This is an optimization exercise on Yosys and OpenROAD, whose aim is small area, not a production implementation. Function was checked by simulation only, so behaviour that the tests miss may differ from the original. Power and IR drop assume default switching activity.

// sparse_matrix_mul
module sparse_matrix_mul(clk,m1i1,m1i2,m1i3,m1i4,m2c1,m2c2,m2c3,m2c4,m2c5, m2c6, m2c7, m2c8, m2c9, m2c10, m2c11, m2c12, m2c13, m2c14, m2c15, m2c16, f11, f12, f13, f14, f21, f22, f23, f24, f31, f32, f33, f34, f41, f42, f43, f44, o1,o2,o3,o4);
clock: 5.0 ns
lec_check: 0
cap_margin: 20
core_margin: 2
core_utilization: 55
gpl_timing_driven: 0
place_density: 0.75
slew_margin: 20
synth_hierarchical: 1
standard.sh (not shown) runs the stock make flow with config.mk's settings and CLKGATE_MAP_FILE= SYNTH_SCRIPT=/design/flow/synth_recipe.tcl, a recipe that flattens the netlist after the stock synthesis.
==> flow/flow/run.sh <==
#!/bin/bash
# Standard ORFS layout (the standard.sh, unchanged) with two placement/CTS options:
#  - port buffers use the smallest buffer (buf_1) instead of buffer_ports' default pick
#  - CTS with clkbuf_8 and without dummy loads
set -euo pipefail
export BUFFER_PORTS_ARGS="-buffer_cell sky130_fd_sc_hd__buf_1"
export CTS_ARGS="-sink_clustering_enable -repair_clock_nets -buf_list sky130_fd_sc_hd__clkbuf_8 -dont_use_dummy_load"
bash standard.sh > standard.log 2>&1
The baseline completed with no timing, DRC or antenna violations.
Edit:
Settings changed: CORE_UTILIZATION 55 to 40, PLACE_DENSITY 0.75 to default.
=>
- fmax is about the same
- critical path depth shrinks by 2
- cell count grows by a little under a tenth
- synthesized cell count is unchanged

========
Another version of the RTL of sparse_matrix_mul (not shown whole).
For scale: roughly 1200 cells after synthesis, ~210 I/O pins, ~13000 sq um of cells after synthesis.
clock: 5.0 ns
lec_check: 0
cap_margin: 20
core_margin: 2
core_utilization: 40
gpl_timing_driven: 0
slew_margin: 20
synth_hierarchical: 1
==> flow/flow/run.sh <==
#!/bin/bash
# Standard ORFS layout (the standard.sh, unchanged) with two placement/CTS options:
#  - port buffers use the smallest buffer (buf_1) instead of buffer_ports' default pick
#  - CTS with clkbuf_8, clusters of up to 25 flops, without dummy loads
set -euo pipefail
export BUFFER_PORTS_ARGS="-buffer_cell sky130_fd_sc_hd__buf_1"
export CTS_ARGS="-sink_clustering_enable -repair_clock_nets -buf_list sky130_fd_sc_hd__clkbuf_8 -sink_clustering_size 25 -sink_clustering_max_diameter 120 -dont_use_dummy_load"
bash standard.sh > standard.log 2>&1
The first run finished clean.
==> next run, changes <==
==> flow/flow/run.sh (replaced) <==
#!/bin/bash
# Standard ORFS layout (the standard.sh, unchanged) with two placement/CTS options:
#  - port buffers use the smallest buffer (buf_1) instead of buffer_ports' default pick
#  - CTS with clkbuf_8 and without dummy loads
set -euo pipefail
export BUFFER_PORTS_ARGS="-buffer_cell sky130_fd_sc_hd__buf_1"
export CTS_ARGS="-sink_clustering_enable -repair_clock_nets -buf_list sky130_fd_sc_hd__clkbuf_8 -dont_use_dummy_load"
bash standard.sh > standard.log 2>&1
CORE_UTILIZATION = 60   (was 40)
Outcome: The new run passed the timing, DRC and antenna checks. Total power went down by 0.61%. Design area went down by about 1.5%. Count of clock-buffer cells in the layout stays the same. First-iteration DRC count went up by 8.1%. Via count went up by 0.74%. Global-route usage went up by 8.8 points. Non-clock buffer count went up by 2. Register-to-register slack barely changes. Die area went down by about 33%. Wire length went down by 4.7%. Combinational power stays flat.
==> next run, changes <==
CORE_UTILIZATION = 40   (was 60)
What happened: The new run finished with timing, DRC and antenna clean; sequential power hardly moves; utilization decreases by 22 points; cell area increases by 1.5%; setup slack barely changes; synthesized cell count is unchanged; total power increases by 0.62%; combinational power is about the same; clock-buffer cell count stays the same.

========
sparse_matrix_mul, a different RTL version from the one above (not shown whole).
For scale: ~1200 cells after synthesis, ~210 I/O pins, roughly 0.013 mm² of cells after synthesis.
Settings: LEC_CHECK=0, CAP_MARGIN=20, CORE_MARGIN=2, CORE_UTILIZATION=60, GPL_TIMING_DRIVEN=0, PLACE_DENSITY=0.7, SLEW_MARGIN=20, SYNTH_HIERARCHICAL=1; clock period 5.0 ns.
==> flow/flow/run.sh <==
#!/bin/bash
# Standard ORFS layout (the standard.sh, unchanged) with two placement/CTS options:
#  - port buffers use the smallest buffer (buf_1) instead of buffer_ports' default pick
#  - CTS with clkbuf_8 and without dummy loads
set -euo pipefail
export BUFFER_PORTS_ARGS="-buffer_cell sky130_fd_sc_hd__buf_1"
export CTS_ARGS="-sink_clustering_enable -repair_clock_nets -buf_list sky130_fd_sc_hd__clkbuf_8 -dont_use_dummy_load"
bash standard.sh > standard.log 2>&1
The first run passed the timing, DRC and antenna checks.
Change:
- CORE_UTILIZATION: 60 -> 40
- PLACE_DENSITY: 0.7 -> unset
Outcome: Clock power is about the same. Power increases by 1.2%. Register-to-register slack improves by 0.02 ns. Sequential cell count does not change. Critical path depth does not change. Hold slack is better by 0.011 ns.

## static timing again, ports no longer ideal
In the flow no input, the clock included, has a driving cell. The finished layouts below were timed again as built, in two steps.
Step 1: set_driving_cell puts a clkbuf_16 on clk and a buf_2 on each other input, an assumption about the parent block.
Step 2 adds t to the input delays and takes it off the output delays; t is the mean of the earliest and latest rising clock arrival at the registers after step 1. Input paths then give back, and output paths get back, about the clock's delay inside the block.
Three values: ideal, step 1, step 2; two values: the first two.
run	t (ns)	setup WS [ns]	slew at the worst register clock pin (ns)
the first run of note 1	0.484	0.074 / 0.075 / -0.409	0.09 / 0.09
the second run of note 1	0.480	0.075 / 0.095 / -0.385	0.10 / 0.10
the first run of note 2	0.468	0.092 / 0.095 / -0.373	0.10 / 0.10
the second run of note 2	0.485	0.092 / 0.099 / -0.386	0.08 / 0.08
the third run of note 2	0.468	0.092 / 0.095 / -0.373	0.10 / 0.10
the first run of note 3	0.464	0.119 / 0.114 / -0.350	0.09 / 0.09
the second run of note 3	0.482	0.127 / 0.135 / -0.347	0.09 / 0.09
Met with ideal ports but missed after step 2: setup timing in every run listed. The setup slack of the first run of note 1, which loses most, moves by +0.001 ns with the drivers and by -0.483 ns with both steps.
